From an optimization exercise on the open Yosys and OpenROAD flow, aimed at small area and a short achievable clock period; shortcuts taken in it are not production practice. For this run, only the layout was checked, not whether the RTL still works.

**flow/design.v**
```verilog
module fixed(
input [15:0] data,
output [15:0] fixed
);
wire sign = data[15];
wire expo_sign = data[14];
wire [3:0] e = data[13:10];
wire [11:0] w = {1'b1, data[9:0], 1'b0};
wire [26:0] wl = {15'b0, w} << e;
wire [11:0] wr = w >> e;
wire left = expo_sign & (e != 4'd0);
wire zero = (data == 16'b0);
wire [14:0] fv = zero ? 15'b0 : (left ? wl[16:2] : {3'b0, wr});
wire [14:0] mag = sign ? (~fv + 15'd1) : fv;
assign fixed = {sign, mag};
endmodule
module fir (
input [15:0] signal,
input clk,
output [15:0] out,
output [15:0] f1,
output [31:0] f2,f3,f4,
output [15:0] fo1
);
wire sign = signal[15];
wire expo_sign = signal[14];
wire [3:0] e = signal[13:10];
wire [11:0] w = {1'b1, signal[9:0], 1'b0};
wire [26:0] wl = {15'b0, w} << e;
wire [11:0] wr = w >> e;
wire left = expo_sign & (e != 4'd0);
wire zero = (signal == 16'b0);
wire [14:0] fv = zero ? 15'b0 : (left ? wl[16:2] : {3'b0, wr});
wire fz = (fv == 15'b0);
wire [15:0] mg = {sign & fz, fv};
wire [19:0] sx = {20{~sign}};
wire signed [15:0] xq_a = {1'b0, fv ^ {15{sign}}};
wire signed [15:0] xq_b = 16'sd0;
wire signed [15:0] xq;
add_sk_16 i_xq (.a(xq_a), .b(xq_b), .ci(sign), .s(xq));
wire signed [15:0] xin = {sign, xq[14:0]};
wire signed [19:0] nc_x = {1'b0, mg, 3'b0} ^ sx;
wire signed [19:0] nc_y = {4'b0, mg} ^ sx;
wire signed [19:0] nc_z = {18'b0, ~sign, 1'b0};
wire signed [19:0] nc_s = nc_x ^ nc_y ^ nc_z;
wire [19:0] nc_m = (nc_x & nc_y) | (nc_x & nc_z) | (nc_y & nc_z);
wire signed [19:0] nin_a = nc_s;
wire signed [19:0] nin_b = {nc_m[18:0], 1'b0};
wire signed [19:0] nin;
add_sk_20 i_nin (.a(nin_a), .b(nin_b), .ci(1'b0), .s(nin));
reg signed [15:0] x;
reg signed [19:0] n;           
always @(posedge clk) begin
  x <= xin;
  n <= nin;
end
wire signed [18:0] m5_a = n;
wire signed [18:0] m5_b = x <<< 2;
wire signed [18:0] m5;
add_sk_19 i_m5 (.a(m5_a), .b(m5_b), .ci(1'b0), .s(m5));
wire signed [19:0] m11_a = n;
wire signed [19:0] m11_b = ~(x <<< 1);
wire signed [19:0] m11;
add_sk_20 i_m11 (.a(m11_a), .b(m11_b), .ci(1'b1), .s(m11));
wire signed [21:0] m45_a = n <<< 2;
wire signed [21:0] m45_b = n;
wire signed [21:0] m45;
add_sk_22 i_m45 (.a(m45_a), .b(m45_b), .ci(1'b0), .s(m45));
reg signed [19:0] nd;          
reg signed [18:0] m5d;         
reg signed [21:0] m45d;        
reg signed [19:0] m11d;        
reg signed [19:0] r4;          
always @(posedge clk) begin
  nd <= n;
  m5d <= m5;
  m45d <= m45;
  m11d <= m11;
  r4 <= {m5d, 1'b0};
end
wire signed [23:0] p205_a = m45d;
wire signed [23:0] p205_b = m5d <<< 5;
wire signed [23:0] p205;
add_sk_24 i_p205 (.a(p205_a), .b(p205_b), .ci(1'b0), .s(p205));
wire signed [24:0] c407_x = m11d <<< 5;
wire signed [24:0] c407_y = m45d;
wire signed [24:0] c407_z = m5d <<< 1;
wire signed [24:0] c407_s = c407_x ^ c407_y ^ c407_z;
wire [24:0] c407_m = (c407_x & c407_y) | (c407_x & c407_z) | (c407_y & c407_z);
wire signed [24:0] p407_a = c407_s;
wire signed [24:0] p407_b = {c407_m[23:0], 1'b0};
wire signed [24:0] p407;
add_sk_25 i_p407 (.a(p407_a), .b(p407_b), .ci(1'b0), .s(p407));
wire signed [24:0] c327_x = m11d <<< 5;
wire signed [24:0] c327_y = ~(m5d <<< 2);
wire signed [24:0] c327_z = ~m5d;
wire signed [24:0] c327_s = c327_x ^ c327_y ^ c327_z;
wire [24:0] c327_m = (c327_x & c327_y) | (c327_x & c327_z) | (c327_y & c327_z);
wire signed [24:0] p327_a = c327_s;
wire signed [24:0] p327_b = {c327_m[23:0], 1'b1};
wire signed [24:0] p327;
add_sk_25 i_p327 (.a(p327_a), .b(p327_b), .ci(1'b1), .s(p327));
wire signed [8:0]  t9   = nd[19:11];
wire signed [8:0]  t11  = m11d[19:11];
wire signed [8:0]  t10  = m5d[18:10];
wire signed [9:0]  c18  = ~nd[19:10];     wire z18  = ~|nd[9:0];
wire signed [11:0] c90  = ~m45d[21:10];   wire z90  = ~|m45d[9:0];
wire signed [12:0] c205 = ~p205[23:11];   wire z205 = ~|p205[10:0];
wire signed [13:0] c327 = ~p327[24:11];   wire z327 = ~|p327[10:0];
wire signed [13:0] c407 = ~p407[24:11];   wire z407 = ~|p407[10:0];
reg signed [8:0] v15;
reg signed [9:0] v14;
reg signed [9:0] v13;
reg signed [10:0] v12;
reg signed [12:0] v11;
reg signed [13:0] v10;
reg signed [14:0] v9;
reg signed [15:0] v8;
reg signed [15:0] v7;
reg signed [15:0] v6;
reg signed [15:0] v5;
reg signed [15:0] v4;
reg signed [15:0] v3;
wire signed [9:0] v14_n_a = t11;
wire signed [9:0] v14_n_b = v15;
wire signed [9:0] v14_n;
add_bk_10 i_v14_n (.a(v14_n_a), .b(v14_n_b), .ci(1'b0), .s(v14_n));
wire signed [9:0] v13_n_a = t10;
wire signed [9:0] v13_n_b = v14;
wire signed [9:0] v13_n;
add_bk_10 i_v13_n (.a(v13_n_a), .b(v13_n_b), .ci(1'b0), .s(v13_n));
wire signed [10:0] v12_n_a = c18;
wire signed [10:0] v12_n_b = v13;
wire signed [10:0] v12_n;
add_bk_11 i_v12_n (.a(v12_n_a), .b(v12_n_b), .ci(z18), .s(v12_n));
wire signed [12:0] v11_n_a = c90;
wire signed [12:0] v11_n_b = v12;
wire signed [12:0] v11_n;
add_bk_13 i_v11_n (.a(v11_n_a), .b(v11_n_b), .ci(z90), .s(v11_n));
wire signed [13:0] v10_n_a = c205;
wire signed [13:0] v10_n_b = v11;
wire signed [13:0] v10_n;
add_bk_14 i_v10_n (.a(v10_n_a), .b(v10_n_b), .ci(z205), .s(v10_n));
wire signed [14:0] v9_n_a = c327;
wire signed [14:0] v9_n_b = v10;
wire signed [14:0] v9_n;
add_bk_15 i_v9_n (.a(v9_n_a), .b(v9_n_b), .ci(z327), .s(v9_n));
wire signed [15:0] v8_n_a = c407;
wire signed [15:0] v8_n_b = v9;
wire signed [15:0] v8_n;
add_bk_16 i_v8_n (.a(v8_n_a), .b(v8_n_b), .ci(z407), .s(v8_n));
wire signed [15:0] v7_n_a = c407;
wire signed [15:0] v7_n_b = v8;
wire signed [15:0] v7_n;
add_bk_16 i_v7_n (.a(v7_n_a), .b(v7_n_b), .ci(z407), .s(v7_n));
wire signed [15:0] v6_n_a = c327;
wire signed [15:0] v6_n_b = v7;
wire signed [15:0] v6_n;
add_bk_16 i_v6_n (.a(v6_n_a), .b(v6_n_b), .ci(z327), .s(v6_n));
wire signed [15:0] v5_n_a = c205;
wire signed [15:0] v5_n_b = v6;
wire signed [15:0] v5_n;
add_bk_16 i_v5_n (.a(v5_n_a), .b(v5_n_b), .ci(z205), .s(v5_n));
wire signed [15:0] v4_n_a = c90;
wire signed [15:0] v4_n_b = v5;
wire signed [15:0] v4_n;
add_bk_16 i_v4_n (.a(v4_n_a), .b(v4_n_b), .ci(z90), .s(v4_n));
wire signed [15:0] v3_n_a = c18;
wire signed [15:0] v3_n_b = v4;
wire signed [15:0] v3_n;
add_bk_16 i_v3_n (.a(v3_n_a), .b(v3_n_b), .ci(z18), .s(v3_n));
wire signed [8:0] t11x = m11[19:11];
wire signed [9:0] u_n_a = t11x;
wire signed [9:0] u_n_b = t10;
wire signed [9:0] u_n;
add_rip_10 i_u_n (.a(u_n_a), .b(u_n_b), .ci(1'b0), .s(u_n));
wire signed [15:0] cs1_x = t11x;
wire signed [15:0] cs1_y = t10;
wire signed [15:0] cs1_z = v3;
wire signed [15:0] cs1_s = cs1_x ^ cs1_y ^ cs1_z;
wire [15:0] cs1_m = (cs1_x & cs1_y) | (cs1_x & cs1_z) | (cs1_y & cs1_z);
wire signed [15:0] s1_n_a = cs1_s;
wire signed [15:0] s1_n_b = {cs1_m[14:0], 1'b0};
wire signed [15:0] s1_n;
add_rip_16 i_s1_n (.a(s1_n_a), .b(s1_n_b), .ci(1'b0), .s(s1_n));
reg signed [15:0] s1;
reg signed [9:0] u;
always @(posedge clk) begin
  v15 <= t9;
  v14 <= v14_n;
  v13 <= v13_n;
  v12 <= v12_n;
  v11 <= v11_n;
  v10 <= v10_n;
  v9 <= v9_n;
  v8 <= v8_n;
  v7 <= v7_n;
  v6 <= v6_n;
  v5 <= v5_n;
  v4 <= v4_n;
  v3 <= v3_n;
  u <= u_n;
  s1 <= s1_n;
end
wire signed [8:0] t0 = n[19:11];
wire signed [15:0] out_n_a = s1;
wire signed [15:0] out_n_b = t0;
wire signed [15:0] out_n;
add_sk_16 i_out_n (.a(out_n_a), .b(out_n_b), .ci(1'b0), .s(out_n));
wire signed [15:0] fo1_n_a = u;
wire signed [15:0] fo1_n_b = t0;
wire signed [15:0] fo1_n;
add_sk_16 i_fo1_n (.a(fo1_n_a), .b(fo1_n_b), .ci(1'b0), .s(fo1_n));
assign out = out_n;
assign fo1 = fo1_n;
assign f1 = x;
assign f2 = {{12{n[19]}}, n};
assign f3 = {{12{m11d[19]}}, m11d};
assign f4 = {{12{r4[19]}}, r4};
endmodule
module add_sk_16(input [15:0] a, input [15:0] b, input ci, output [15:0] s);
wire [15:0] p = a ^ b;
wire [15:0] g0 = a & b;
wire [15:0] g = {g0[15:1], g0[0] | (p[0] & ci)};
wire G1 = g[1] | (p[1] & g[0]);
wire P1 = p[1] & p[0];
wire G2 = g[3] | (p[3] & g[2]);
wire P2 = p[3] & p[2];
wire G3 = g[5] | (p[5] & g[4]);
wire P3 = p[5] & p[4];
wire G4 = g[7] | (p[7] & g[6]);
wire P4 = p[7] & p[6];
wire G5 = g[9] | (p[9] & g[8]);
wire P5 = p[9] & p[8];
wire G6 = g[11] | (p[11] & g[10]);
wire P6 = p[11] & p[10];
wire G7 = g[13] | (p[13] & g[12]);
wire P7 = p[13] & p[12];
wire G8 = g[15] | (p[15] & g[14]);
wire P8 = p[15] & p[14];
wire G9 = g[2] | (p[2] & G1);
wire P9 = p[2] & P1;
wire G10 = G2 | (P2 & G1);
wire P10 = P2 & P1;
wire G11 = g[6] | (p[6] & G3);
wire P11 = p[6] & P3;
wire G12 = G4 | (P4 & G3);
wire P12 = P4 & P3;
wire G13 = g[10] | (p[10] & G5);
wire P13 = p[10] & P5;
wire G14 = G6 | (P6 & G5);
wire P14 = P6 & P5;
wire G15 = g[14] | (p[14] & G7);
wire P15 = p[14] & P7;
wire G16 = G8 | (P8 & G7);
wire P16 = P8 & P7;
wire G17 = g[4] | (p[4] & G10);
wire P17 = p[4] & P10;
wire G18 = G3 | (P3 & G10);
wire P18 = P3 & P10;
wire G19 = G11 | (P11 & G10);
wire P19 = P11 & P10;
wire G20 = G12 | (P12 & G10);
wire P20 = P12 & P10;
wire G21 = g[12] | (p[12] & G14);
wire P21 = p[12] & P14;
wire G22 = G7 | (P7 & G14);
wire P22 = P7 & P14;
wire G23 = G15 | (P15 & G14);
wire P23 = P15 & P14;
wire G24 = G16 | (P16 & G14);
wire P24 = P16 & P14;
wire G25 = g[8] | (p[8] & G20);
wire P25 = p[8] & P20;
wire G26 = G5 | (P5 & G20);
wire P26 = P5 & P20;
wire G27 = G13 | (P13 & G20);
wire P27 = P13 & P20;
wire G28 = G14 | (P14 & G20);
wire P28 = P14 & P20;
wire G29 = G21 | (P21 & G20);
wire P29 = P21 & P20;
wire G30 = G22 | (P22 & G20);
wire P30 = P22 & P20;
wire G31 = G23 | (P23 & G20);
wire P31 = P23 & P20;
wire G32 = G24 | (P24 & G20);
wire P32 = P24 & P20;
wire [16:0] c = {G32, G31, G30, G29, G28, G27, G26, G25, G20, G19, G18, G17, G10, G9, G1, g[0], ci};
assign s = p ^ c[15:0];
endmodule
module add_sk_20(input [19:0] a, input [19:0] b, input ci, output [19:0] s);
wire [19:0] p = a ^ b;
wire [19:0] g0 = a & b;
wire [19:0] g = {g0[19:1], g0[0] | (p[0] & ci)};
wire G1 = g[1] | (p[1] & g[0]);
wire P1 = p[1] & p[0];
wire G2 = g[3] | (p[3] & g[2]);
wire P2 = p[3] & p[2];
wire G3 = g[5] | (p[5] & g[4]);
wire P3 = p[5] & p[4];
wire G4 = g[7] | (p[7] & g[6]);
wire P4 = p[7] & p[6];
wire G5 = g[9] | (p[9] & g[8]);
wire P5 = p[9] & p[8];
wire G6 = g[11] | (p[11] & g[10]);
wire P6 = p[11] & p[10];
wire G7 = g[13] | (p[13] & g[12]);
wire P7 = p[13] & p[12];
wire G8 = g[15] | (p[15] & g[14]);
wire P8 = p[15] & p[14];
wire G9 = g[17] | (p[17] & g[16]);
wire P9 = p[17] & p[16];
wire G10 = g[19] | (p[19] & g[18]);
wire P10 = p[19] & p[18];
wire G11 = g[2] | (p[2] & G1);
wire P11 = p[2] & P1;
wire G12 = G2 | (P2 & G1);
wire P12 = P2 & P1;
wire G13 = g[6] | (p[6] & G3);
wire P13 = p[6] & P3;
wire G14 = G4 | (P4 & G3);
wire P14 = P4 & P3;
wire G15 = g[10] | (p[10] & G5);
wire P15 = p[10] & P5;
wire G16 = G6 | (P6 & G5);
wire P16 = P6 & P5;
wire G17 = g[14] | (p[14] & G7);
wire P17 = p[14] & P7;
wire G18 = G8 | (P8 & G7);
wire P18 = P8 & P7;
wire G19 = g[18] | (p[18] & G9);
wire P19 = p[18] & P9;
wire G20 = G10 | (P10 & G9);
wire P20 = P10 & P9;
wire G21 = g[4] | (p[4] & G12);
wire P21 = p[4] & P12;
wire G22 = G3 | (P3 & G12);
wire P22 = P3 & P12;
wire G23 = G13 | (P13 & G12);
wire P23 = P13 & P12;
wire G24 = G14 | (P14 & G12);
wire P24 = P14 & P12;
wire G25 = g[12] | (p[12] & G16);
wire P25 = p[12] & P16;
wire G26 = G7 | (P7 & G16);
wire P26 = P7 & P16;
wire G27 = G17 | (P17 & G16);
wire P27 = P17 & P16;
wire G28 = G18 | (P18 & G16);
wire P28 = P18 & P16;
wire G29 = g[8] | (p[8] & G24);
wire P29 = p[8] & P24;
wire G30 = G5 | (P5 & G24);
wire P30 = P5 & P24;
wire G31 = G15 | (P15 & G24);
wire P31 = P15 & P24;
wire G32 = G16 | (P16 & G24);
wire P32 = P16 & P24;
wire G33 = G25 | (P25 & G24);
wire P33 = P25 & P24;
wire G34 = G26 | (P26 & G24);
wire P34 = P26 & P24;
wire G35 = G27 | (P27 & G24);
wire P35 = P27 & P24;
wire G36 = G28 | (P28 & G24);
wire P36 = P28 & P24;
wire G37 = g[16] | (p[16] & G36);
wire P37 = p[16] & P36;
wire G38 = G9 | (P9 & G36);
wire P38 = P9 & P36;
wire G39 = G19 | (P19 & G36);
wire P39 = P19 & P36;
wire G40 = G20 | (P20 & G36);
wire P40 = P20 & P36;
wire [20:0] c = {G40, G39, G38, G37, G36, G35, G34, G33, G32, G31, G30, G29, G24, G23, G22, G21, G12, G11, G1, g[0], ci};
assign s = p ^ c[19:0];
endmodule
module add_sk_19(input [18:0] a, input [18:0] b, input ci, output [18:0] s);
wire [18:0] p = a ^ b;
wire [18:0] g0 = a & b;
wire [18:0] g = {g0[18:1], g0[0] | (p[0] & ci)};
wire G1 = g[1] | (p[1] & g[0]);
wire P1 = p[1] & p[0];
wire G2 = g[3] | (p[3] & g[2]);
wire P2 = p[3] & p[2];
wire G3 = g[5] | (p[5] & g[4]);
wire P3 = p[5] & p[4];
wire G4 = g[7] | (p[7] & g[6]);
wire P4 = p[7] & p[6];
wire G5 = g[9] | (p[9] & g[8]);
wire P5 = p[9] & p[8];
wire G6 = g[11] | (p[11] & g[10]);
wire P6 = p[11] & p[10];
wire G7 = g[13] | (p[13] & g[12]);
wire P7 = p[13] & p[12];
wire G8 = g[15] | (p[15] & g[14]);
wire P8 = p[15] & p[14];
wire G9 = g[17] | (p[17] & g[16]);
wire P9 = p[17] & p[16];
wire G10 = g[2] | (p[2] & G1);
wire P10 = p[2] & P1;
wire G11 = G2 | (P2 & G1);
wire P11 = P2 & P1;
wire G12 = g[6] | (p[6] & G3);
wire P12 = p[6] & P3;
wire G13 = G4 | (P4 & G3);
wire P13 = P4 & P3;
wire G14 = g[10] | (p[10] & G5);
wire P14 = p[10] & P5;
wire G15 = G6 | (P6 & G5);
wire P15 = P6 & P5;
wire G16 = g[14] | (p[14] & G7);
wire P16 = p[14] & P7;
wire G17 = G8 | (P8 & G7);
wire P17 = P8 & P7;
wire G18 = g[18] | (p[18] & G9);
wire P18 = p[18] & P9;
wire G19 = g[4] | (p[4] & G11);
wire P19 = p[4] & P11;
wire G20 = G3 | (P3 & G11);
wire P20 = P3 & P11;
wire G21 = G12 | (P12 & G11);
wire P21 = P12 & P11;
wire G22 = G13 | (P13 & G11);
wire P22 = P13 & P11;
wire G23 = g[12] | (p[12] & G15);
wire P23 = p[12] & P15;
wire G24 = G7 | (P7 & G15);
wire P24 = P7 & P15;
wire G25 = G16 | (P16 & G15);
wire P25 = P16 & P15;
wire G26 = G17 | (P17 & G15);
wire P26 = P17 & P15;
wire G27 = g[8] | (p[8] & G22);
wire P27 = p[8] & P22;
wire G28 = G5 | (P5 & G22);
wire P28 = P5 & P22;
wire G29 = G14 | (P14 & G22);
wire P29 = P14 & P22;
wire G30 = G15 | (P15 & G22);
wire P30 = P15 & P22;
wire G31 = G23 | (P23 & G22);
wire P31 = P23 & P22;
wire G32 = G24 | (P24 & G22);
wire P32 = P24 & P22;
wire G33 = G25 | (P25 & G22);
wire P33 = P25 & P22;
wire G34 = G26 | (P26 & G22);
wire P34 = P26 & P22;
wire G35 = g[16] | (p[16] & G34);
wire P35 = p[16] & P34;
wire G36 = G9 | (P9 & G34);
wire P36 = P9 & P34;
wire G37 = G18 | (P18 & G34);
wire P37 = P18 & P34;
wire [19:0] c = {G37, G36, G35, G34, G33, G32, G31, G30, G29, G28, G27, G22, G21, G20, G19, G11, G10, G1, g[0], ci};
assign s = p ^ c[18:0];
endmodule
module add_sk_22(input [21:0] a, input [21:0] b, input ci, output [21:0] s);
wire [21:0] p = a ^ b;
wire [21:0] g0 = a & b;
wire [21:0] g = {g0[21:1], g0[0] | (p[0] & ci)};
wire G1 = g[1] | (p[1] & g[0]);
wire P1 = p[1] & p[0];
wire G2 = g[3] | (p[3] & g[2]);
wire P2 = p[3] & p[2];
wire G3 = g[5] | (p[5] & g[4]);
wire P3 = p[5] & p[4];
wire G4 = g[7] | (p[7] & g[6]);
wire P4 = p[7] & p[6];
wire G5 = g[9] | (p[9] & g[8]);
wire P5 = p[9] & p[8];
wire G6 = g[11] | (p[11] & g[10]);
wire P6 = p[11] & p[10];
wire G7 = g[13] | (p[13] & g[12]);
wire P7 = p[13] & p[12];
wire G8 = g[15] | (p[15] & g[14]);
wire P8 = p[15] & p[14];
wire G9 = g[17] | (p[17] & g[16]);
wire P9 = p[17] & p[16];
wire G10 = g[19] | (p[19] & g[18]);
wire P10 = p[19] & p[18];
wire G11 = g[21] | (p[21] & g[20]);
wire P11 = p[21] & p[20];
wire G12 = g[2] | (p[2] & G1);
wire P12 = p[2] & P1;
wire G13 = G2 | (P2 & G1);
wire P13 = P2 & P1;
wire G14 = g[6] | (p[6] & G3);
wire P14 = p[6] & P3;
wire G15 = G4 | (P4 & G3);
wire P15 = P4 & P3;
wire G16 = g[10] | (p[10] & G5);
wire P16 = p[10] & P5;
wire G17 = G6 | (P6 & G5);
wire P17 = P6 & P5;
wire G18 = g[14] | (p[14] & G7);
wire P18 = p[14] & P7;
wire G19 = G8 | (P8 & G7);
wire P19 = P8 & P7;
wire G20 = g[18] | (p[18] & G9);
wire P20 = p[18] & P9;
wire G21 = G10 | (P10 & G9);
wire P21 = P10 & P9;
wire G22 = g[4] | (p[4] & G13);
wire P22 = p[4] & P13;
wire G23 = G3 | (P3 & G13);
wire P23 = P3 & P13;
wire G24 = G14 | (P14 & G13);
wire P24 = P14 & P13;
wire G25 = G15 | (P15 & G13);
wire P25 = P15 & P13;
wire G26 = g[12] | (p[12] & G17);
wire P26 = p[12] & P17;
wire G27 = G7 | (P7 & G17);
wire P27 = P7 & P17;
wire G28 = G18 | (P18 & G17);
wire P28 = P18 & P17;
wire G29 = G19 | (P19 & G17);
wire P29 = P19 & P17;
wire G30 = g[20] | (p[20] & G21);
wire P30 = p[20] & P21;
wire G31 = G11 | (P11 & G21);
wire P31 = P11 & P21;
wire G32 = g[8] | (p[8] & G25);
wire P32 = p[8] & P25;
wire G33 = G5 | (P5 & G25);
wire P33 = P5 & P25;
wire G34 = G16 | (P16 & G25);
wire P34 = P16 & P25;
wire G35 = G17 | (P17 & G25);
wire P35 = P17 & P25;
wire G36 = G26 | (P26 & G25);
wire P36 = P26 & P25;
wire G37 = G27 | (P27 & G25);
wire P37 = P27 & P25;
wire G38 = G28 | (P28 & G25);
wire P38 = P28 & P25;
wire G39 = G29 | (P29 & G25);
wire P39 = P29 & P25;
wire G40 = g[16] | (p[16] & G39);
wire P40 = p[16] & P39;
wire G41 = G9 | (P9 & G39);
wire P41 = P9 & P39;
wire G42 = G20 | (P20 & G39);
wire P42 = P20 & P39;
wire G43 = G21 | (P21 & G39);
wire P43 = P21 & P39;
wire G44 = G30 | (P30 & G39);
wire P44 = P30 & P39;
wire G45 = G31 | (P31 & G39);
wire P45 = P31 & P39;
wire [22:0] c = {G45, G44, G43, G42, G41, G40, G39, G38, G37, G36, G35, G34, G33, G32, G25, G24, G23, G22, G13, G12, G1, g[0], ci};
assign s = p ^ c[21:0];
endmodule
module add_sk_24(input [23:0] a, input [23:0] b, input ci, output [23:0] s);
wire [23:0] p = a ^ b;
wire [23:0] g0 = a & b;
wire [23:0] g = {g0[23:1], g0[0] | (p[0] & ci)};
wire G1 = g[1] | (p[1] & g[0]);
wire P1 = p[1] & p[0];
wire G2 = g[3] | (p[3] & g[2]);
wire P2 = p[3] & p[2];
wire G3 = g[5] | (p[5] & g[4]);
wire P3 = p[5] & p[4];
wire G4 = g[7] | (p[7] & g[6]);
wire P4 = p[7] & p[6];
wire G5 = g[9] | (p[9] & g[8]);
wire P5 = p[9] & p[8];
wire G6 = g[11] | (p[11] & g[10]);
wire P6 = p[11] & p[10];
wire G7 = g[13] | (p[13] & g[12]);
wire P7 = p[13] & p[12];
wire G8 = g[15] | (p[15] & g[14]);
wire P8 = p[15] & p[14];
wire G9 = g[17] | (p[17] & g[16]);
wire P9 = p[17] & p[16];
wire G10 = g[19] | (p[19] & g[18]);
wire P10 = p[19] & p[18];
wire G11 = g[21] | (p[21] & g[20]);
wire P11 = p[21] & p[20];
wire G12 = g[23] | (p[23] & g[22]);
wire P12 = p[23] & p[22];
wire G13 = g[2] | (p[2] & G1);
wire P13 = p[2] & P1;
wire G14 = G2 | (P2 & G1);
wire P14 = P2 & P1;
wire G15 = g[6] | (p[6] & G3);
wire P15 = p[6] & P3;
wire G16 = G4 | (P4 & G3);
wire P16 = P4 & P3;
wire G17 = g[10] | (p[10] & G5);
wire P17 = p[10] & P5;
wire G18 = G6 | (P6 & G5);
wire P18 = P6 & P5;
wire G19 = g[14] | (p[14] & G7);
wire P19 = p[14] & P7;
wire G20 = G8 | (P8 & G7);
wire P20 = P8 & P7;
wire G21 = g[18] | (p[18] & G9);
wire P21 = p[18] & P9;
wire G22 = G10 | (P10 & G9);
wire P22 = P10 & P9;
wire G23 = g[22] | (p[22] & G11);
wire P23 = p[22] & P11;
wire G24 = G12 | (P12 & G11);
wire P24 = P12 & P11;
wire G25 = g[4] | (p[4] & G14);
wire P25 = p[4] & P14;
wire G26 = G3 | (P3 & G14);
wire P26 = P3 & P14;
wire G27 = G15 | (P15 & G14);
wire P27 = P15 & P14;
wire G28 = G16 | (P16 & G14);
wire P28 = P16 & P14;
wire G29 = g[12] | (p[12] & G18);
wire P29 = p[12] & P18;
wire G30 = G7 | (P7 & G18);
wire P30 = P7 & P18;
wire G31 = G19 | (P19 & G18);
wire P31 = P19 & P18;
wire G32 = G20 | (P20 & G18);
wire P32 = P20 & P18;
wire G33 = g[20] | (p[20] & G22);
wire P33 = p[20] & P22;
wire G34 = G11 | (P11 & G22);
wire P34 = P11 & P22;
wire G35 = G23 | (P23 & G22);
wire P35 = P23 & P22;
wire G36 = G24 | (P24 & G22);
wire P36 = P24 & P22;
wire G37 = g[8] | (p[8] & G28);
wire P37 = p[8] & P28;
wire G38 = G5 | (P5 & G28);
wire P38 = P5 & P28;
wire G39 = G17 | (P17 & G28);
wire P39 = P17 & P28;
wire G40 = G18 | (P18 & G28);
wire P40 = P18 & P28;
wire G41 = G29 | (P29 & G28);
wire P41 = P29 & P28;
wire G42 = G30 | (P30 & G28);
wire P42 = P30 & P28;
wire G43 = G31 | (P31 & G28);
wire P43 = P31 & P28;
wire G44 = G32 | (P32 & G28);
wire P44 = P32 & P28;
wire G45 = g[16] | (p[16] & G44);
wire P45 = p[16] & P44;
wire G46 = G9 | (P9 & G44);
wire P46 = P9 & P44;
wire G47 = G21 | (P21 & G44);
wire P47 = P21 & P44;
wire G48 = G22 | (P22 & G44);
wire P48 = P22 & P44;
wire G49 = G33 | (P33 & G44);
wire P49 = P33 & P44;
wire G50 = G34 | (P34 & G44);
wire P50 = P34 & P44;
wire G51 = G35 | (P35 & G44);
wire P51 = P35 & P44;
wire G52 = G36 | (P36 & G44);
wire P52 = P36 & P44;
wire [24:0] c = {G52, G51, G50, G49, G48, G47, G46, G45, G44, G43, G42, G41, G40, G39, G38, G37, G28, G27, G26, G25, G14, G13, G1, g[0], ci};
assign s = p ^ c[23:0];
endmodule
module add_sk_25(input [24:0] a, input [24:0] b, input ci, output [24:0] s);
wire [24:0] p = a ^ b;
wire [24:0] g0 = a & b;
wire [24:0] g = {g0[24:1], g0[0] | (p[0] & ci)};
wire G1 = g[1] | (p[1] & g[0]);
wire P1 = p[1] & p[0];
wire G2 = g[3] | (p[3] & g[2]);
wire P2 = p[3] & p[2];
wire G3 = g[5] | (p[5] & g[4]);
wire P3 = p[5] & p[4];
wire G4 = g[7] | (p[7] & g[6]);
wire P4 = p[7] & p[6];
wire G5 = g[9] | (p[9] & g[8]);
wire P5 = p[9] & p[8];
wire G6 = g[11] | (p[11] & g[10]);
wire P6 = p[11] & p[10];
wire G7 = g[13] | (p[13] & g[12]);
wire P7 = p[13] & p[12];
wire G8 = g[15] | (p[15] & g[14]);
wire P8 = p[15] & p[14];
wire G9 = g[17] | (p[17] & g[16]);
wire P9 = p[17] & p[16];
wire G10 = g[19] | (p[19] & g[18]);
wire P10 = p[19] & p[18];
wire G11 = g[21] | (p[21] & g[20]);
wire P11 = p[21] & p[20];
wire G12 = g[23] | (p[23] & g[22]);
wire P12 = p[23] & p[22];
wire G13 = g[2] | (p[2] & G1);
wire P13 = p[2] & P1;
wire G14 = G2 | (P2 & G1);
wire P14 = P2 & P1;
wire G15 = g[6] | (p[6] & G3);
wire P15 = p[6] & P3;
wire G16 = G4 | (P4 & G3);
wire P16 = P4 & P3;
wire G17 = g[10] | (p[10] & G5);
wire P17 = p[10] & P5;
wire G18 = G6 | (P6 & G5);
wire P18 = P6 & P5;
wire G19 = g[14] | (p[14] & G7);
wire P19 = p[14] & P7;
wire G20 = G8 | (P8 & G7);
wire P20 = P8 & P7;
wire G21 = g[18] | (p[18] & G9);
wire P21 = p[18] & P9;
wire G22 = G10 | (P10 & G9);
wire P22 = P10 & P9;
wire G23 = g[22] | (p[22] & G11);
wire P23 = p[22] & P11;
wire G24 = G12 | (P12 & G11);
wire P24 = P12 & P11;
wire G25 = g[4] | (p[4] & G14);
wire P25 = p[4] & P14;
wire G26 = G3 | (P3 & G14);
wire P26 = P3 & P14;
wire G27 = G15 | (P15 & G14);
wire P27 = P15 & P14;
wire G28 = G16 | (P16 & G14);
wire P28 = P16 & P14;
wire G29 = g[12] | (p[12] & G18);
wire P29 = p[12] & P18;
wire G30 = G7 | (P7 & G18);
wire P30 = P7 & P18;
wire G31 = G19 | (P19 & G18);
wire P31 = P19 & P18;
wire G32 = G20 | (P20 & G18);
wire P32 = P20 & P18;
wire G33 = g[20] | (p[20] & G22);
wire P33 = p[20] & P22;
wire G34 = G11 | (P11 & G22);
wire P34 = P11 & P22;
wire G35 = G23 | (P23 & G22);
wire P35 = P23 & P22;
wire G36 = G24 | (P24 & G22);
wire P36 = P24 & P22;
wire G37 = g[8] | (p[8] & G28);
wire P37 = p[8] & P28;
wire G38 = G5 | (P5 & G28);
wire P38 = P5 & P28;
wire G39 = G17 | (P17 & G28);
wire P39 = P17 & P28;
wire G40 = G18 | (P18 & G28);
wire P40 = P18 & P28;
wire G41 = G29 | (P29 & G28);
wire P41 = P29 & P28;
wire G42 = G30 | (P30 & G28);
wire P42 = P30 & P28;
wire G43 = G31 | (P31 & G28);
wire P43 = P31 & P28;
wire G44 = G32 | (P32 & G28);
wire P44 = P32 & P28;
wire G45 = g[24] | (p[24] & G36);
wire P45 = p[24] & P36;
wire G46 = g[16] | (p[16] & G44);
wire P46 = p[16] & P44;
wire G47 = G9 | (P9 & G44);
wire P47 = P9 & P44;
wire G48 = G21 | (P21 & G44);
wire P48 = P21 & P44;
wire G49 = G22 | (P22 & G44);
wire P49 = P22 & P44;
wire G50 = G33 | (P33 & G44);
wire P50 = P33 & P44;
wire G51 = G34 | (P34 & G44);
wire P51 = P34 & P44;
wire G52 = G35 | (P35 & G44);
wire P52 = P35 & P44;
wire G53 = G36 | (P36 & G44);
wire P53 = P36 & P44;
wire G54 = G45 | (P45 & G44);
wire P54 = P45 & P44;
wire [25:0] c = {G54, G53, G52, G51, G50, G49, G48, G47, G46, G44, G43, G42, G41, G40, G39, G38, G37, G28, G27, G26, G25, G14, G13, G1, g[0], ci};
assign s = p ^ c[24:0];
endmodule
module add_bk_10(input [9:0] a, input [9:0] b, input ci, output [9:0] s);
wire [9:0] p = a ^ b;
wire [9:0] g0 = a & b;
wire [9:0] g = {g0[9:1], g0[0] | (p[0] & ci)};
wire G1 = g[1] | (p[1] & g[0]);
wire P1 = p[1] & p[0];
wire G2 = g[3] | (p[3] & g[2]);
wire P2 = p[3] & p[2];
wire G3 = g[5] | (p[5] & g[4]);
wire P3 = p[5] & p[4];
wire G4 = g[7] | (p[7] & g[6]);
wire P4 = p[7] & p[6];
wire G5 = g[9] | (p[9] & g[8]);
wire P5 = p[9] & p[8];
wire G6 = G2 | (P2 & G1);
wire P6 = P2 & P1;
wire G7 = G4 | (P4 & G3);
wire P7 = P4 & P3;
wire G8 = G7 | (P7 & G6);
wire P8 = P7 & P6;
wire G9 = G3 | (P3 & G6);
wire P9 = P3 & P6;
wire G10 = G5 | (P5 & G8);
wire P10 = P5 & P8;
wire G11 = g[2] | (p[2] & G1);
wire P11 = p[2] & P1;
wire G12 = g[4] | (p[4] & G6);
wire P12 = p[4] & P6;
wire G13 = g[6] | (p[6] & G9);
wire P13 = p[6] & P9;
wire G14 = g[8] | (p[8] & G8);
wire P14 = p[8] & P8;
wire [10:0] c = {G10, G14, G8, G13, G9, G12, G6, G11, G1, g[0], ci};
assign s = p ^ c[9:0];
endmodule
module add_bk_11(input [10:0] a, input [10:0] b, input ci, output [10:0] s);
wire [10:0] p = a ^ b;
wire [10:0] g0 = a & b;
wire [10:0] g = {g0[10:1], g0[0] | (p[0] & ci)};
wire G1 = g[1] | (p[1] & g[0]);
wire P1 = p[1] & p[0];
wire G2 = g[3] | (p[3] & g[2]);
wire P2 = p[3] & p[2];
wire G3 = g[5] | (p[5] & g[4]);
wire P3 = p[5] & p[4];
wire G4 = g[7] | (p[7] & g[6]);
wire P4 = p[7] & p[6];
wire G5 = g[9] | (p[9] & g[8]);
wire P5 = p[9] & p[8];
wire G6 = G2 | (P2 & G1);
wire P6 = P2 & P1;
wire G7 = G4 | (P4 & G3);
wire P7 = P4 & P3;
wire G8 = G7 | (P7 & G6);
wire P8 = P7 & P6;
wire G9 = G3 | (P3 & G6);
wire P9 = P3 & P6;
wire G10 = G5 | (P5 & G8);
wire P10 = P5 & P8;
wire G11 = g[2] | (p[2] & G1);
wire P11 = p[2] & P1;
wire G12 = g[4] | (p[4] & G6);
wire P12 = p[4] & P6;
wire G13 = g[6] | (p[6] & G9);
wire P13 = p[6] & P9;
wire G14 = g[8] | (p[8] & G8);
wire P14 = p[8] & P8;
wire G15 = g[10] | (p[10] & G10);
wire P15 = p[10] & P10;
wire [11:0] c = {G15, G10, G14, G8, G13, G9, G12, G6, G11, G1, g[0], ci};
assign s = p ^ c[10:0];
endmodule
module add_bk_13(input [12:0] a, input [12:0] b, input ci, output [12:0] s);
wire [12:0] p = a ^ b;
wire [12:0] g0 = a & b;
wire [12:0] g = {g0[12:1], g0[0] | (p[0] & ci)};
wire G1 = g[1] | (p[1] & g[0]);
wire P1 = p[1] & p[0];
wire G2 = g[3] | (p[3] & g[2]);
wire P2 = p[3] & p[2];
wire G3 = g[5] | (p[5] & g[4]);
wire P3 = p[5] & p[4];
wire G4 = g[7] | (p[7] & g[6]);
wire P4 = p[7] & p[6];
wire G5 = g[9] | (p[9] & g[8]);
wire P5 = p[9] & p[8];
wire G6 = g[11] | (p[11] & g[10]);
wire P6 = p[11] & p[10];
wire G7 = G2 | (P2 & G1);
wire P7 = P2 & P1;
wire G8 = G4 | (P4 & G3);
wire P8 = P4 & P3;
wire G9 = G6 | (P6 & G5);
wire P9 = P6 & P5;
wire G10 = G8 | (P8 & G7);
wire P10 = P8 & P7;
wire G11 = G9 | (P9 & G10);
wire P11 = P9 & P10;
wire G12 = G3 | (P3 & G7);
wire P12 = P3 & P7;
wire G13 = G5 | (P5 & G10);
wire P13 = P5 & P10;
wire G14 = g[2] | (p[2] & G1);
wire P14 = p[2] & P1;
wire G15 = g[4] | (p[4] & G7);
wire P15 = p[4] & P7;
wire G16 = g[6] | (p[6] & G12);
wire P16 = p[6] & P12;
wire G17 = g[8] | (p[8] & G10);
wire P17 = p[8] & P10;
wire G18 = g[10] | (p[10] & G13);
wire P18 = p[10] & P13;
wire G19 = g[12] | (p[12] & G11);
wire P19 = p[12] & P11;
wire [13:0] c = {G19, G11, G18, G13, G17, G10, G16, G12, G15, G7, G14, G1, g[0], ci};
assign s = p ^ c[12:0];
endmodule
module add_bk_14(input [13:0] a, input [13:0] b, input ci, output [13:0] s);
wire [13:0] p = a ^ b;
wire [13:0] g0 = a & b;
wire [13:0] g = {g0[13:1], g0[0] | (p[0] & ci)};
wire G1 = g[1] | (p[1] & g[0]);
wire P1 = p[1] & p[0];
wire G2 = g[3] | (p[3] & g[2]);
wire P2 = p[3] & p[2];
wire G3 = g[5] | (p[5] & g[4]);
wire P3 = p[5] & p[4];
wire G4 = g[7] | (p[7] & g[6]);
wire P4 = p[7] & p[6];
wire G5 = g[9] | (p[9] & g[8]);
wire P5 = p[9] & p[8];
wire G6 = g[11] | (p[11] & g[10]);
wire P6 = p[11] & p[10];
wire G7 = g[13] | (p[13] & g[12]);
wire P7 = p[13] & p[12];
wire G8 = G2 | (P2 & G1);
wire P8 = P2 & P1;
wire G9 = G4 | (P4 & G3);
wire P9 = P4 & P3;
wire G10 = G6 | (P6 & G5);
wire P10 = P6 & P5;
wire G11 = G9 | (P9 & G8);
wire P11 = P9 & P8;
wire G12 = G10 | (P10 & G11);
wire P12 = P10 & P11;
wire G13 = G3 | (P3 & G8);
wire P13 = P3 & P8;
wire G14 = G5 | (P5 & G11);
wire P14 = P5 & P11;
wire G15 = G7 | (P7 & G12);
wire P15 = P7 & P12;
wire G16 = g[2] | (p[2] & G1);
wire P16 = p[2] & P1;
wire G17 = g[4] | (p[4] & G8);
wire P17 = p[4] & P8;
wire G18 = g[6] | (p[6] & G13);
wire P18 = p[6] & P13;
wire G19 = g[8] | (p[8] & G11);
wire P19 = p[8] & P11;
wire G20 = g[10] | (p[10] & G14);
wire P20 = p[10] & P14;
wire G21 = g[12] | (p[12] & G12);
wire P21 = p[12] & P12;
wire [14:0] c = {G15, G21, G12, G20, G14, G19, G11, G18, G13, G17, G8, G16, G1, g[0], ci};
assign s = p ^ c[13:0];
endmodule
module add_bk_15(input [14:0] a, input [14:0] b, input ci, output [14:0] s);
wire [14:0] p = a ^ b;
wire [14:0] g0 = a & b;
wire [14:0] g = {g0[14:1], g0[0] | (p[0] & ci)};
wire G1 = g[1] | (p[1] & g[0]);
wire P1 = p[1] & p[0];
wire G2 = g[3] | (p[3] & g[2]);
wire P2 = p[3] & p[2];
wire G3 = g[5] | (p[5] & g[4]);
wire P3 = p[5] & p[4];
wire G4 = g[7] | (p[7] & g[6]);
wire P4 = p[7] & p[6];
wire G5 = g[9] | (p[9] & g[8]);
wire P5 = p[9] & p[8];
wire G6 = g[11] | (p[11] & g[10]);
wire P6 = p[11] & p[10];
wire G7 = g[13] | (p[13] & g[12]);
wire P7 = p[13] & p[12];
wire G8 = G2 | (P2 & G1);
wire P8 = P2 & P1;
wire G9 = G4 | (P4 & G3);
wire P9 = P4 & P3;
wire G10 = G6 | (P6 & G5);
wire P10 = P6 & P5;
wire G11 = G9 | (P9 & G8);
wire P11 = P9 & P8;
wire G12 = G10 | (P10 & G11);
wire P12 = P10 & P11;
wire G13 = G3 | (P3 & G8);
wire P13 = P3 & P8;
wire G14 = G5 | (P5 & G11);
wire P14 = P5 & P11;
wire G15 = G7 | (P7 & G12);
wire P15 = P7 & P12;
wire G16 = g[2] | (p[2] & G1);
wire P16 = p[2] & P1;
wire G17 = g[4] | (p[4] & G8);
wire P17 = p[4] & P8;
wire G18 = g[6] | (p[6] & G13);
wire P18 = p[6] & P13;
wire G19 = g[8] | (p[8] & G11);
wire P19 = p[8] & P11;
wire G20 = g[10] | (p[10] & G14);
wire P20 = p[10] & P14;
wire G21 = g[12] | (p[12] & G12);
wire P21 = p[12] & P12;
wire G22 = g[14] | (p[14] & G15);
wire P22 = p[14] & P15;
wire [15:0] c = {G22, G15, G21, G12, G20, G14, G19, G11, G18, G13, G17, G8, G16, G1, g[0], ci};
assign s = p ^ c[14:0];
endmodule
module add_bk_16(input [15:0] a, input [15:0] b, input ci, output [15:0] s);
wire [15:0] p = a ^ b;
wire [15:0] g0 = a & b;
wire [15:0] g = {g0[15:1], g0[0] | (p[0] & ci)};
wire G1 = g[1] | (p[1] & g[0]);
wire P1 = p[1] & p[0];
wire G2 = g[3] | (p[3] & g[2]);
wire P2 = p[3] & p[2];
wire G3 = g[5] | (p[5] & g[4]);
wire P3 = p[5] & p[4];
wire G4 = g[7] | (p[7] & g[6]);
wire P4 = p[7] & p[6];
wire G5 = g[9] | (p[9] & g[8]);
wire P5 = p[9] & p[8];
wire G6 = g[11] | (p[11] & g[10]);
wire P6 = p[11] & p[10];
wire G7 = g[13] | (p[13] & g[12]);
wire P7 = p[13] & p[12];
wire G8 = g[15] | (p[15] & g[14]);
wire P8 = p[15] & p[14];
wire G9 = G2 | (P2 & G1);
wire P9 = P2 & P1;
wire G10 = G4 | (P4 & G3);
wire P10 = P4 & P3;
wire G11 = G6 | (P6 & G5);
wire P11 = P6 & P5;
wire G12 = G8 | (P8 & G7);
wire P12 = P8 & P7;
wire G13 = G10 | (P10 & G9);
wire P13 = P10 & P9;
wire G14 = G12 | (P12 & G11);
wire P14 = P12 & P11;
wire G15 = G14 | (P14 & G13);
wire P15 = P14 & P13;
wire G16 = G11 | (P11 & G13);
wire P16 = P11 & P13;
wire G17 = G3 | (P3 & G9);
wire P17 = P3 & P9;
wire G18 = G5 | (P5 & G13);
wire P18 = P5 & P13;
wire G19 = G7 | (P7 & G16);
wire P19 = P7 & P16;
wire G20 = g[2] | (p[2] & G1);
wire P20 = p[2] & P1;
wire G21 = g[4] | (p[4] & G9);
wire P21 = p[4] & P9;
wire G22 = g[6] | (p[6] & G17);
wire P22 = p[6] & P17;
wire G23 = g[8] | (p[8] & G13);
wire P23 = p[8] & P13;
wire G24 = g[10] | (p[10] & G18);
wire P24 = p[10] & P18;
wire G25 = g[12] | (p[12] & G16);
wire P25 = p[12] & P16;
wire G26 = g[14] | (p[14] & G19);
wire P26 = p[14] & P19;
wire [16:0] c = {G15, G26, G19, G25, G16, G24, G18, G23, G13, G22, G17, G21, G9, G20, G1, g[0], ci};
assign s = p ^ c[15:0];
endmodule
module add_rip_10(input [9:0] a, input [9:0] b, input ci, output [9:0] s);
wire [10:0] c;
assign c[0] = ci;
genvar i;
generate for (i = 0; i < 10; i = i + 1) begin : r
  assign s[i] = a[i] ^ b[i] ^ c[i];
  assign c[i+1] = (a[i] & b[i]) | (a[i] & c[i]) | (b[i] & c[i]);
end endgenerate
endmodule
module add_rip_16(input [15:0] a, input [15:0] b, input ci, output [15:0] s);
wire [16:0] c;
assign c[0] = ci;
genvar i;
generate for (i = 0; i < 16; i = i + 1) begin : r
  assign s[i] = a[i] ^ b[i] ^ c[i];
  assign c[i+1] = (a[i] & b[i]) | (a[i] & c[i]) | (b[i] & c[i]);
end endgenerate
endmodule
```
**flow/run.sh**
```bash
#!/bin/bash
# synth_recipe.tcl (not shown) runs the flow's synth.tcl, then flattens the netlist and writes it again
# the make line also repeats each setting of config.mk as NAME=value (left out here)
make -C /OpenROAD-flow-scripts/flow DESIGN_CONFIG=/design/flow/config.mk WORK_HOME=/design/flow/orfs CLKGATE_MAP_FILE= SYNTH_SCRIPT=/design/flow/synth_recipe.tcl finish
```
**flow/config.mk**
```make
export PLATFORM = sky130hd
export DESIGN_NAME = fir
export DESIGN_NICKNAME = fir
export VERILOG_FILES = /design/flow/design.v
export SDC_FILE = /design/flow/constraint.sdc
export NUM_CORES = 4
export LEC_CHECK = 0
export CAP_MARGIN = 20
export CORE_MARGIN = 2
export CORE_UTILIZATION = 40
export SLEW_MARGIN = 20
```
**flow/constraint.sdc**
```tcl
create_clock -name core_clock -period 30.0 [get_ports {clk}]
set_input_delay 6.0000 -clock core_clock [delete_from_list [all_inputs] [get_ports {clk}]]
set_output_delay 6.0000 -clock core_clock [all_outputs]
set_load 0.01 [all_outputs]
```
==> run notes <==
-- sequential cells by signal (all words and copies together), names as in the netlist, 11 cells and up --
| register | count |
|---|---|
| x | 16 |
| r4 | 19 |
| nd | 18 |
| v5 | 16 |
| v3 | 16 |
| v11 | 13 |
| v9 | 15 |
| s1 | 16 |
| m45d | 21 |
| v12 | 11 |
| v10 | 14 |
| m11d | 20 |
| v7 | 16 |
| v6 | 16 |
| v4 | 16 |
| v8 | 16 |
| n | 20 |
| m5d | 17 |
-- worst max-delay path: stages --
cell and delay (ps):
clkdlybuf4s50_1 720, nor4_1 530, a41oi_2 320, nand2_1 210
a211o_1 120, a21oi_1 60, a41oi_1 330, ha_1 330
inv_1 70, ha_1 220, ha_1 310, o21a_1 140
o21ai_0 150, a211oi_1 480, o2111ai_1 230, a21boi_0 490
o21a_1 190, nor2_1 60, fa_1 430, xnor2_1 130
-- final timing paths --
| path | start | end | cells past startpoint |
|---|---|---|---|
| setup / recovery | signal[14] | n[17] | 20 |
| hold / removal | nd[17] | v15[6] | 0 |
| setup reg to reg | n[2] | s1[15] | 24 |
| hold reg to reg | nd[17] | v15[6] | 0 |
-- routing by layer --
metal	wire [µm]	track usage (%)
met5	0	0
met4	1361	5.556
met3	1796	2.769
met2	24190	30.73
met1	24500	24.12
-- layout make-up --
type	count	area share [%]
multi-input combinational	1436	55.40
sequential	335	25.74
timing repair buffer	169	6.396
inverter	292	4.206
clock buffer	47	3.932
tap	756	3.630
clock inverter	20	0.6962
-- kinds of logic (layout without fill, tap and decap cells) --
kind of cell / Yosys count / count (layout) / synth area share, %
other: 1 / 1 / 0.01655
AO/OA/AOI/OAI: 358 / 358 / 10.96
flip-flops: 335 / 335 / 29.59
AND/OR/NAND/NOR: 323 / 323 / 7.199
adder cells (fa/ha/maj): 518 / 518 / 35.29
buffers and inverters: 352 / 528 / 6.707
multiplexers: 28 / 28 / 2.170
XOR/XNOR: 208 / 208 / 8.071
-- cells in the final DEF, fill, tap and decap left out, drive strengths merged, types with 12 or more instances in the layout --
master,Yosys,routed
fa,202,202
nand2b,18,18
a21o,104,104
o21ai,54,54
dfxtp,335,335
inv,292,293
a21oi,66,66
clkinv,0,15
o21a,34,34
ha,316,316
nor4,12,12
clkbuf,9,47
nor2,84,84
nor3,32,32
clkdlybuf4s50,0,159
o21bai,13,13
and3,13,13
xor2,101,101
xnor2,107,107
mux4,16,16
nand2,70,70
nor2b,15,15
nand3,21,21
-- stage by stage --
| stage | instance area [µm²] | worst slack [ps] | hold WS, ps | utilization (%) |
|---|---|---|---|---|
| floorplan | 22660 | 19830 | 330.8 | - |
| global placement | 24850 | 18400 | 337.4 | 44.25 |
| detailed placement | 24850 | 18390 | 335.9 | 44.25 |
| CTS | 26060 | 18980 | 352.8 | 46.39 |
| global route | 26060 | 18430 | 366.7 | 46.39 |
| finish | 26060 | 18930 | 349.9 | 46.39 |
==> results.py <==
metrics = {
    "clock_tree": {
        "cts-root-buf": "clkbuf_16",
        "ctsHoldBuffers": 0,
        "cts_sinks": 335,
        "clockBufferDepth": 3,
        "tritoncts": "built",
        "numCtsBuffers": 37,
        "clk_pin_slew_ps": 60,
        "post_cts_buffers": 0,
        "cts-resized-gates": 0,
        "clk_latency_ps": 560,
        "cts.htree.levels": 2,
    },
    "global_routing": {
        "grt_overflow": 0,
        "grt_max_degree": 39,
        "grt_pass1_vias": 16230,
        "antenna_found_initial": 0,
        "grt_pass1_wl_um": 85380,
        "grt_use_total_pct": 18.23,
    },
    "yosys": {
        "yosys_warnings": 1,
        "ys_types": 80,
        "syn_area_um2": 22660,
        "yosys-top-cells-area": "dfxtp_1, fa_1, ha_1, inv_1, xnor2_1",
        "yosys.area.top_type": "dfxtp_1",
        "synthArstFlopShare_pct": 0,
        "syn_nets": 2658,
        "synth_common_cells": "dfxtp_1, ha_1, inv_1",
        "synth_area_per_cell_um2": 10.68,
        "synth_ff_type": "dfxtp_1",
        "synth_edf_count": 0,
        "ys_seq_area_share_pct": 29.59,
        "synthMostInstantiatedCell": "dfxtp_1",
        "postSynthCellCount": 2123,
        "synth_top_area_share_pct": 29.59,
        "synth_seq_cells": 335,
    },
    "routing": {
        "wirelength_um": 51850,
        "drc": 0,
        "drt-initial-drc-count": 606,
        "wl_per_cell_um": 16.97,
        "final_antenna_net_count": 0,
        "vias": 14850,
        "drt-pass1-iter-count": 4,
        "vias_per_cell": 4.860,
    },
    "floorplan": {
        "row_count": 87,
        "die_width_um": 242.0,
        "initial_utilization_pct": 40.35,
        "fp.dieH_um": 242.0,
        "die_area_um2": 58580,
        "ios": 161,
        "core_um2": 56170,
    },
    "cells_and_area": {
        "area_growth_pct": 14.98,
        "nFillCells": 5250,
        "layout-drive-gt1-share_pct": 4.872,
        "nets": 2806,
        "diodes": 0,
        "multiInputGateArea_um2": 14440,
        "final_cells": 3055,
        "seqCellArea_um2": 6706,
    },
    "sta": {
        "final.min_clock_period_ps": 11070,
        "timing.fmax_mhz": 90.30,
        "rsz0062_at_grt": "false",
        "slew_headroom_pct": 35.00,
        "hold_violations": 0,
        "finalSetupViolCount": 0,
        "setup_tns_ps": 0,
        "tightestPinTransition_ps": 971.6,
        "finalCritPeriodShare_pct": 36.91,
        "fin_skew_ps": 17.96,
        "slew_violations": 0,
    },
    "place": {
        "place_inst": 2988,
        "port_buffers": 159,
        "place_congestion": 0.8514,
        "dp_hpwl_um": 41780,
    },
    "critical_path": {
        "cp.required_ps": 30450,
        "cp-end-kind": "register",
        "reg2reg_slack_ps": 20470,
        "arrival_ps": 11520,
        "worst-setup-path-type": "in2reg",
        "crit_path_max_fanout": 15,
        "crit_path_start_kind": "primary input",
    },
    "flow_run": {
        "maxCapViolations": 0,
    },
    "run_status": {
        "status": "complete, no violations",
    },
    "min_path": {
        "hold_path_class": "reg2reg",
    },
}

## port drivers added, routing unchanged
How much do the figures lean on ideal ports? The routed layout below was timed once more, with nothing changed but the port constraints. Step 1 assumes that a clkbuf_16 drives the clock port and a buf_2 every other input. Step 2 adds t to the input delays and takes it off the output delays; t is the mean of the earliest and latest rising clock arrival at the registers after step 1. Input paths then give back, and output paths get back, about the clock's delay inside the block. a / b / c = ideal / step 1 / step 2; a / b = the first two.
shift t [ns]: 0.612
setup WS [ns]: 18.926 / 18.960 / 18.348
latest minus earliest clock arrival (ns): 0.018 / 0.018
worst register clock-pin slew, ns: 0.07 / 0.07
After both steps this run still meets setup and hold. For this run, drivers alone change the setup slack by +0.034 ns; drivers and shift together by -0.578 ns.
